What follows belongs to an exercise in optimizing a design on an open flow for small area, a short achievable clock period and few clock cycles; a production flow would make more cautious choices.
The RTL was checked by simulation tests, not by an equivalence proof against the original design.
Power is estimated from default activity; no workload was simulated.

==> trial 33: inputs <==
==> flow/design.v <==
module Controller_module (
    input working_clock,
    input reset_machine,
    input controller_change_mode,
    input key_valid,
    input [3:0]key_code,
    output key_ack,
    output reg out_valid,
    output reg out_device,
    output reg [7:0]out_char,
    output editing,
    output halted
    );
    localparam [3:0] S_PAS = 4'b1000, S_CEO = 4'b1001, S_OUP = 4'b1010, S_INP = 4'b1011,
                     S_ADD = 4'b1100, S_SUB = 4'b1101, S_ZER = 4'b1110,
                     S_MOL = 4'b0100, S_MOR = 4'b0101, S_LOL = 4'b0010, S_LOR = 4'b0011,
                     S_END = 4'b0000;
    localparam [2:0] M_EDIT = 3'd0, M_RUN = 3'd1, M_HALT = 3'd2,
                     M_FSCAN = 3'd3, M_BSCAN = 3'd4;
    localparam [2:0] O_ID = 3'd0, O_INC = 3'd1, O_DEC = 3'd2, O_ZER = 3'd3, O_KEY = 3'd4;
    localparam [1:0] K_NOP = 2'd0, K_OPS = 2'd1, K_END = 2'd3;
    reg [2:0] mode;
    wire run = (mode == M_RUN);
    reg [3:0] bank0 [0:31];
    reg [3:0] bank1 [0:31];
    reg [3:0] bank2 [0:31];
    reg [3:0] bank3 [0:30];   
    reg [6:0] cursor;
    reg [6:0] hw;             
    reg [3:0] kreg;           
    reg kv;
    wire [6:0] waddr = kv ? cursor : hw;
    reg [3:0] ksym;
    always @(*) begin
        case (kreg)
        4'h0: ksym = S_ZER;
        4'h1: ksym = S_INP;
        4'h2: ksym = S_OUP;
        4'h3: ksym = S_PAS;
        4'h4: ksym = S_MOL;
        4'h5: ksym = S_SUB;
        4'h6: ksym = S_LOL;
        4'h7: ksym = S_MOR;
        4'h8: ksym = S_ADD;
        4'h9: ksym = S_LOR;
        4'ha: ksym = S_CEO;
        default: ksym = S_END;
        endcase
    end
    wire [3:0] wdata = kv ? ksym : S_END;
    wire we = (mode == M_EDIT) && (kv ? (kreg <= 4'hb) : 1'b1) && waddr != 7'd127;
    always @(posedge working_clock) begin
        if (we && waddr[1:0] == 2'd0) bank0[waddr[6:2]] <= wdata;
        if (we && waddr[1:0] == 2'd1) bank1[waddr[6:2]] <= wdata;
        if (we && waddr[1:0] == 2'd2) bank2[waddr[6:2]] <= wdata;
        if (we && waddr[1:0] == 2'd3) bank3[waddr[6:2]] <= wdata;
    end
    reg [6:0] pc;
    reg [19:0] ib;
    wire [3:0] r0 = bank0[ib[19:15]];
    wire [3:0] r1 = bank1[ib[14:10]];
    wire [3:0] r2 = bank2[ib[9:5]];
    wire [3:0] r3 = (ib[4:0] == 5'd31) ? S_END : bank3[ib[4:0]];
    wire [7:0] pcx = {1'b0, pc};
    wire [4:0] qm2 = (pcx - 8'd2) >> 2, qm1 = (pcx - 8'd1) >> 2, qp0 = pcx >> 2,
               qp1 = (pcx + 8'd1) >> 2, qp2 = (pcx + 8'd2) >> 2, qp3 = (pcx + 8'd3) >> 2,
               qp4 = (pcx + 8'd4) >> 2, qp5 = (pcx + 8'd5) >> 2, qp6 = (pcx + 8'd6) >> 2,
               qp7 = (pcx + 8'd7) >> 2;
    wire [19:0] ib_m2 = {qp1, qp0, qm1, qm2};
    wire [19:0] ib_m1 = {qp2, qp1, qp0, qm1};
    wire [19:0] ib_p1 = {qp4, qp3, qp2, qp1};
    wire [19:0] ib_p2 = {qp5, qp4, qp3, qp2};
    wire [19:0] ib_p3 = {qp6, qp5, qp4, qp3};
    wire [19:0] ib_p4 = {qp7, qp6, qp5, qp4};
    reg [3:0] w0, w1, w2, w3;    
    always @(*) begin
        case (pc[1:0])
        2'd0: begin w0 = r0; w1 = r1; w2 = r2; w3 = r3; end
        2'd1: begin w0 = r1; w1 = r2; w2 = r3; w3 = r0; end
        2'd2: begin w0 = r2; w1 = r3; w2 = r0; w3 = r1; end
        default: begin w0 = r3; w1 = r0; w2 = r1; w3 = r2; end
        endcase
    end
    function is_op(input [3:0] s);
        is_op = s[3];
    endfunction
    function is_mv(input [3:0] s);
        is_mv = !s[3] && s[2];
    endfunction
    function is_lor(input [3:0] s);
        is_lor = !s[3] && !s[2] && s[1] && s[0];
    endfunction
    function is_lol(input [3:0] s);
        is_lol = !s[3] && !s[2] && s[1] && !s[0];
    endfunction
    function [2:0] op_of(input [3:0] s);
        case (s[2:0])
        3'b100: op_of = O_INC;
        3'b101: op_of = O_DEC;
        3'b110, 3'b111: op_of = O_ZER;
        3'b011: op_of = O_KEY;
        default: op_of = O_ID;
        endcase
    endfunction
    wire op0 = is_op(w0), op1 = is_op(w1), op2 = is_op(w2);
    wire mv0 = is_mv(w0), mv1 = is_mv(w1);
    wire ok01 = !(w0[2:1] == 2'b01 && w1[2:1] == 2'b01 && w0[0] == w1[0]);
    wire ok02 = !(w0[2:1] == 2'b01 && w2[2:1] == 2'b01 && w0[0] == w2[0]);
    wire m_at0 = mv0;
    wire m_at1 = op0 && mv1;
    wire b_at1 = (op0 && op1 && ok01) || (mv0 && op1);
    wire b_at2 = op0 && mv1 && op2 && ok02;
    wire e3 = b_at2;
    wire e2 = (m_at1 && !b_at2) || b_at1;
    wire e1 = (op0 && !mv1 && !b_at1) || (mv0 && !op1);
    wire e0 = !op0 && !mv0;
    wire [3:0] we_ = e0 ? w0 : e1 ? w1 : e2 ? w2 : w3;
    wire has_r = is_lor(we_);
    wire has_l = is_lol(we_);
    wire has_br = has_r || has_l;
    wire f_end = e0 && !has_br;
    wire l1 = (e0 && has_br) || (e1 && !has_br);
    wire l2 = (e1 && has_br) || (e2 && !has_br);
    wire l3 = (e2 && has_br) || (e3 && !has_br);
    wire l4 = e3 && has_br;
    wire [1:0] f_kind = f_end ? K_END : K_OPS;
    wire [6:0] pc1 = pc + 7'd1, pc2 = pc + 7'd2, pc3 = pc + 7'd3, pc4 = pc + 7'd4;
    wire [6:0] pc_seq = l1 ? pc1 : l2 ? pc2 : l3 ? pc3 : l4 ? pc4 : pc;
    wire [19:0] ib_seq = l1 ? ib_p1 : l2 ? ib_p2 : l3 ? ib_p3 : l4 ? ib_p4 : ib;
    wire [2:0] f_aop = op0 ? op_of(w0) : O_ID;
    wire [2:0] f_bop = b_at1 ? op_of(w1) : b_at2 ? op_of(w2) : O_ID;
    wire f_aout = op0 && w0[2:0] == 3'b010;
    wire f_bout = (b_at1 && w1[2:0] == 3'b010) || (b_at2 && w2[2:0] == 3'b010);
    wire f_asw = op0 && w0[2:0] == 3'b001;
    wire f_bsw = (b_at1 && w1[2:0] == 3'b001) || (b_at2 && w2[2:0] == 3'b001);
    wire f_inp = (op0 && w0[2:0] == 3'b011) || (b_at1 && w1[2:0] == 3'b011) ||
                 (b_at2 && w2[2:0] == 3'b011);
    wire [1:0] f_mv = m_at0 ? (w0[0] ? 2'd2 : 2'd1) :
                      m_at1 ? (w1[0] ? 2'd2 : 2'd1) : 2'd0;
    reg [1:0] f_csrc;         
    reg [2:0] f_cdel;         
    always @(*) begin
        case (f_bop)
        O_ZER: begin f_csrc = 2'd1; f_cdel = 3'd0; end
        O_KEY: begin f_csrc = 2'd2; f_cdel = 3'd0; end
        default: begin
            case (f_aop)
            O_ZER: f_csrc = 2'd1;
            O_KEY: f_csrc = 2'd2;
            default: f_csrc = 2'd0;
            endcase
            case ({f_aop, f_bop})
            {O_INC, O_INC}: f_cdel = 3'd2;
            {O_DEC, O_DEC}: f_cdel = 3'b110;
            {O_INC, O_ID}, {O_ID, O_INC}, {O_ZER, O_INC}, {O_KEY, O_INC}: f_cdel = 3'd1;
            {O_DEC, O_ID}, {O_ID, O_DEC}, {O_ZER, O_DEC}, {O_KEY, O_DEC}: f_cdel = 3'b111;
            default: f_cdel = 3'd0;
            endcase
        end
        endcase
    end
    reg [1:0] u_kind;
    reg [2:0] u_aop, u_bop;
    reg [1:0] u_mv;
    reg u_aout, u_bout, u_asw, u_bsw, u_inp, u_br, u_lol, u_pred;
    reg [1:0] u_csrc;
    reg [2:0] u_cdel;
    reg [6:0] ft;             
    reg [19:0] ft_ib;
    reg [6:0] s0, s1;         
    reg [19:0] s0_ib, s1_ib;
    reg [6:0] d;              
    reg [6:0] cnt;            
    reg [7:0] mem [0:63];    
    reg [5:0] ptr;
    reg dev;
    wire [7:0] cur = mem[0];
    wire active = run && u_kind == K_OPS;
    wire stall = active && u_inp && !key_valid;
    wire go = active && !stall;
    wire [7:0] key8 = {4'd0, key_code};
    function [7:0] apply(input [2:0] op, input [7:0] x);
        case (op)
        O_INC: apply = x + 8'd1;
        O_DEC: apply = x - 8'd1;
        O_ZER: apply = 8'd0;
        O_KEY: apply = key8;
        default: apply = x;
        endcase
    endfunction
    wire moved = (u_mv == 2'd2 && ptr != 6'd63) || (u_mv == 2'd1 && ptr != 6'd0);
    wire [7:0] nb = (u_mv == 2'd2) ? mem[1] : mem[63];
    wire [7:0] v0 = apply(u_aop, cur);
    wire [7:0] vb = apply(u_bop, nb);
    wire [7:0] csrc = (u_csrc == 2'd0) ? cur : (u_csrc == 2'd2) ? key8 : 8'd0;
    wire [7:0] vc = csrc + {{5{u_cdel[2]}}, u_cdel};
    wire [7:0] v1 = moved ? vb : vc;
    reg zb, zc;
    always @(*) begin
        case (u_bop)
        O_INC: zb = (nb == 8'd255);
        O_DEC: zb = (nb == 8'd1);
        O_ZER: zb = 1'b1;
        O_KEY: zb = (key_code == 4'd0);
        default: zb = (nb == 8'd0);
        endcase
        case (u_csrc)
        2'd0: case (u_cdel)
              3'd1: zc = (cur == 8'd255);
              3'd2: zc = (cur == 8'd254);
              3'b111: zc = (cur == 8'd1);
              3'b110: zc = (cur == 8'd2);
              default: zc = (cur == 8'd0);
              endcase
        2'd2: case (u_cdel)
              3'd0: zc = (key_code == 4'd0);
              3'b111: zc = (key_code == 4'd1);
              default: zc = 1'b0;
              endcase
        default: zc = (u_cdel == 3'd0);
        endcase
    end
    wire z1 = moved ? zb : zc;
    wire e_lol = active && u_lol;    
    wire e_push = go && u_lol && !z1;
    wire e_skip = go && u_lol && z1;
    wire e_miss = go && u_br && u_pred && z1;
    wire e_pop_u = go && u_br && !u_pred && z1;
    wire e_back = go && u_br && !u_pred && !z1;
    wire e_end = run && u_kind == K_END;
    wire e_ubr = active && u_br && !u_pred;
    wire top1 = e_lol ? (d == 7'd0) : (d == 7'd1);
    wire top2 = e_lol ? (d == 7'd1) : (d == 7'd2);
    wire has_top = !e_ubr && (top1 || top2);
    wire [6:0] top_eff = e_lol ? pc : top1 ? s0 : s1;
    wire [19:0] top_ib = e_lol ? ib : top1 ? s0_ib : s1_ib;
    assign key_ack = key_valid && (mode == M_EDIT || (active && u_inp));
    assign editing = (mode == M_EDIT) && !kv;
    assign halted = (mode == M_HALT);
    always @(posedge working_clock) begin
        if (!stall) begin
            u_aop <= f_aop; u_bop <= f_bop; u_mv <= f_mv;
            u_aout <= f_aout; u_bout <= f_bout; u_asw <= f_asw; u_bsw <= f_bsw;
            u_inp <= f_inp; u_br <= has_r; u_lol <= has_l;
            u_csrc <= f_csrc; u_cdel <= f_cdel;
            u_pred <= has_r && has_top && mode == M_RUN;
            ft <= pc_seq;
            ft_ib <= ib_seq;
        end
    end
    always @(posedge working_clock) begin
        if (reset_machine) begin
            mode <= M_EDIT;
            cursor <= 7'd0;
            hw <= 7'd0;
            kv <= 1'b0;
            ptr <= 6'd0;
            dev <= 1'b0;
            out_valid <= 1'b0;
            d <= 7'd0;
            u_kind <= K_NOP;
        end else begin
            out_valid <= go && (u_aout || u_bout);
            kv <= key_valid && mode == M_EDIT;
            kreg <= key_code;
            if (kv) begin
                if (kreg <= 4'ha) begin
                    if (cursor != 7'd127) cursor <= cursor + 7'd1;
                    if (cursor == hw && cursor != 7'd127) hw <= hw + 7'd1;
                end else if (kreg == 4'hb) begin
                    if (cursor != 7'd0) cursor <= cursor - 7'd1;
                end
            end
            if (go) begin
                if (moved && u_mv == 2'd2) ptr <= ptr + 6'd1;
                if (moved && u_mv == 2'd1) ptr <= ptr - 6'd1;
                dev <= dev ^ u_asw ^ u_bsw;
            end
            if (e_push) begin
                d <= d + 7'd1;
                if (d == 7'd0) begin s0 <= pc; s0_ib <= ib; end
                if (d == 7'd1) begin s1 <= pc; s1_ib <= ib; end
            end
            if (e_miss || e_pop_u) d <= d - 7'd1;
            case (mode)
            M_EDIT: if (controller_change_mode) begin
                mode <= M_RUN;
                u_kind <= f_kind;
                pc <= pc_seq;    
                ib <= ib_seq;
            end else begin
                pc <= 7'd0;
                ib <= 20'd0;
            end
            M_RUN: begin
                if (e_end) mode <= M_HALT;
                else if (e_skip) begin
                    mode <= M_FSCAN;
                    cnt <= 7'd0;
                    u_kind <= K_NOP;
                end else if (e_back) begin
                    mode <= M_BSCAN;
                    cnt <= 7'd0;
                    pc <= pc - 7'd2;
                    ib <= ib_m2;
                    u_kind <= K_NOP;
                end else if (e_miss) begin
                    pc <= ft;
                    ib <= ft_ib;
                    u_kind <= K_NOP;
                end else if (!stall) begin
                    u_kind <= f_kind;
                    if (has_r && has_top) begin
                        pc <= top_eff;
                        ib <= top_ib;
                    end else begin
                        pc <= pc_seq;
                        ib <= ib_seq;
                    end
                end
            end
            M_FSCAN: begin
                pc <= pc + 7'd1;
                ib <= ib_p1;
                if (is_lol(w0)) cnt <= cnt + 7'd1;
                if (is_lor(w0)) begin
                    cnt <= cnt - 7'd1;
                    if (cnt == 7'd0) mode <= M_RUN;
                end
            end
            M_BSCAN: begin
                pc <= pc - 7'd1;
                ib <= ib_m1;
                if (is_lor(w0)) cnt <= cnt + 7'd1;
                if (is_lol(w0)) begin
                    cnt <= cnt - 7'd1;
                    if (cnt == 7'd0) begin
                        mode <= M_RUN;
                        pc <= pc + 7'd1;
                        ib <= ib_p1;
                    end
                end
            end
            default: ;
            endcase
        end
        if (go && (u_aout || u_bout)) begin
            out_char <= u_aout ? cur : moved ? nb : v0;
            out_device <= u_aout ? dev : dev ^ u_asw;
        end
    end
    integer i;
    always @(posedge working_clock) begin
        if (reset_machine) begin
            for (i = 0; i < 64; i = i + 1) mem[i] <= 8'd0;
        end else if (go && moved && u_mv == 2'd2) begin
            for (i = 0; i < 63; i = i + 1) mem[i] <= mem[i + 1];
            mem[0] <= v1;
            mem[63] <= v0;
        end else if (go && moved) begin
            for (i = 2; i < 64; i = i + 1) mem[i] <= mem[i - 1];
            mem[0] <= v1;
            mem[1] <= v0;
        end else if (go) begin
            mem[0] <= v1;
        end
    end
endmodule
==> flow/run.sh <==
#!/bin/bash
# synth_recipe.tcl (not shown) runs the flow's synth.tcl, then flattens the netlist and writes it again
# the make line also repeats each setting of config.mk as NAME=value (left out here)
make -C /OpenROAD-flow-scripts/flow DESIGN_CONFIG=/design/flow/config.mk WORK_HOME=/design/flow/orfs CLKGATE_MAP_FILE= SYNTH_SCRIPT=/design/flow/synth_recipe.tcl finish
==> flow/config.mk <==
export PLATFORM = sky130hd
export DESIGN_NAME = Controller_module
export DESIGN_NICKNAME = Controller_module
export VERILOG_FILES = /design/flow/design.v
export SDC_FILE = /design/flow/constraint.sdc
export NUM_CORES = 4
export LEC_CHECK = 0
export ABC_CLOCK_PERIOD_IN_PS = 3000
export CAP_MARGIN = 20
export CORE_MARGIN = 2
export CORE_UTILIZATION = 40
export SETUP_SLACK_MARGIN = 2.5
export SLEW_MARGIN = 20
==> flow/constraint.sdc <==
create_clock -name core_clock -period 6.0 [get_ports {working_clock}]
set_input_delay 1.2000 -clock core_clock [delete_from_list [all_inputs] [get_ports {working_clock}]]
set_output_delay 1.2000 -clock core_clock [all_outputs]
set_load 0.01 [all_outputs]
==> trial 16 (differences from trial 33) <==
--- a/flow/design.v
+++ b/flow/design.v
@@ -349,20 +349,16 @@
             out_device <= u_aout ? dev : dev ^ u_asw;
         end
     end
+    wire rot_r = !reset_machine && go && moved && u_mv == 2'd2;
+    wire rot_l = !reset_machine && go && moved && u_mv == 2'd1;
+    wire keep = !reset_machine && !(go && moved);
+    wire set0 = !reset_machine && go;
     integer i;
     always @(posedge working_clock) begin
-        if (reset_machine) begin
-            for (i = 0; i < 64; i = i + 1) mem[i] <= 8'd0;
-        end else if (go && moved && u_mv == 2'd2) begin
-            for (i = 0; i < 63; i = i + 1) mem[i] <= mem[i + 1];
-            mem[0] <= v1;
-            mem[63] <= v0;
-        end else if (go && moved) begin
-            for (i = 2; i < 64; i = i + 1) mem[i] <= mem[i - 1];
-            mem[0] <= v1;
-            mem[1] <= v0;
-        end else if (go) begin
-            mem[0] <= v1;
-        end
+        for (i = 2; i < 63; i = i + 1)
+            mem[i] <= ({8{rot_r}} & mem[i + 1]) | ({8{rot_l}} & mem[i - 1]) | ({8{keep}} & mem[i]);
+        mem[63] <= ({8{rot_r}} & v0) | ({8{rot_l}} & mem[62]) | ({8{keep}} & mem[63]);
+        mem[1] <= ({8{rot_r}} & mem[2]) | ({8{rot_l}} & v0) | ({8{keep}} & mem[1]);
+        mem[0] <= set0 ? v1 : reset_machine ? 8'd0 : mem[0];
     end
 endmodule
==> notes <==
- Trial 33 finished with timing, DRC and antenna clean. Trial 16 went through all stages and came out clean.
- Against trial 33, the sequential power of trial 16 is lower by about 5%.
- Between trial 33 and trial 16, the lower clock skew is in trial 16 (gap 0.0045 ns).
- Against trial 33, the core utilization of trial 16 is lower by 0.37 points.
- Against trial 33, the routed wire length of trial 16 is smaller by 9.0%.
- Against trial 33, the synthesized cell count of trial 16 is smaller by 20%.
- Setup slack: trial 16 is lower than trial 33 (0.46 ns).
- Between trial 33 and trial 16, the lower final cell count is in trial 16 (gap 18%, measured against trial 16).
- In trial 16 the global-route usage is lower than in trial 33, by 0.81 points.
- Of trial 16 and trial 33, trial 33 has the higher clock-buffer cell count (gap 6).
- In trial 16 the cell area is smaller than in trial 33, by about 7%.
- Of trial 33 and trial 16, trial 16 has the higher hold slack (gap 0.0043 ns).
Testbench counts of trial 33, summed over its fixed seeds: cycles 33,395.
Testbench counts of trial 16, summed over its fixed seeds: cycles 33,395.

==> separate check: timing with driven ports <==
How much do the figures lean on ideal ports? The routed layouts below were timed once more, with nothing changed but the port constraints.
Step 1: set_driving_cell puts a clkbuf_16 on working_clock and a buf_2 on each other input, an assumption about the parent block.
Step 2 adds t to the input delays and takes it off the output delays; t is the mean of the earliest and latest rising clock arrival at the registers after step 1. Input paths then give back, and output paths get back, about the clock's delay inside the block.
Slacks: ideal / step 1 / step 2; pairs: ideal / step 1.
run	shift t [ns]	setup slack, ns	worst data-port slew with drivers (ns)
trial 33	0.833	1.106 / 1.106 / 0.734	0.16
trial 16	0.831	0.641 / 0.641 / 0.641	0.13
After both steps every run listed still meets setup and hold. The setup slack of trial 33, which loses most, moves by 0.000 ns with the drivers and by -0.372 ns with both steps.
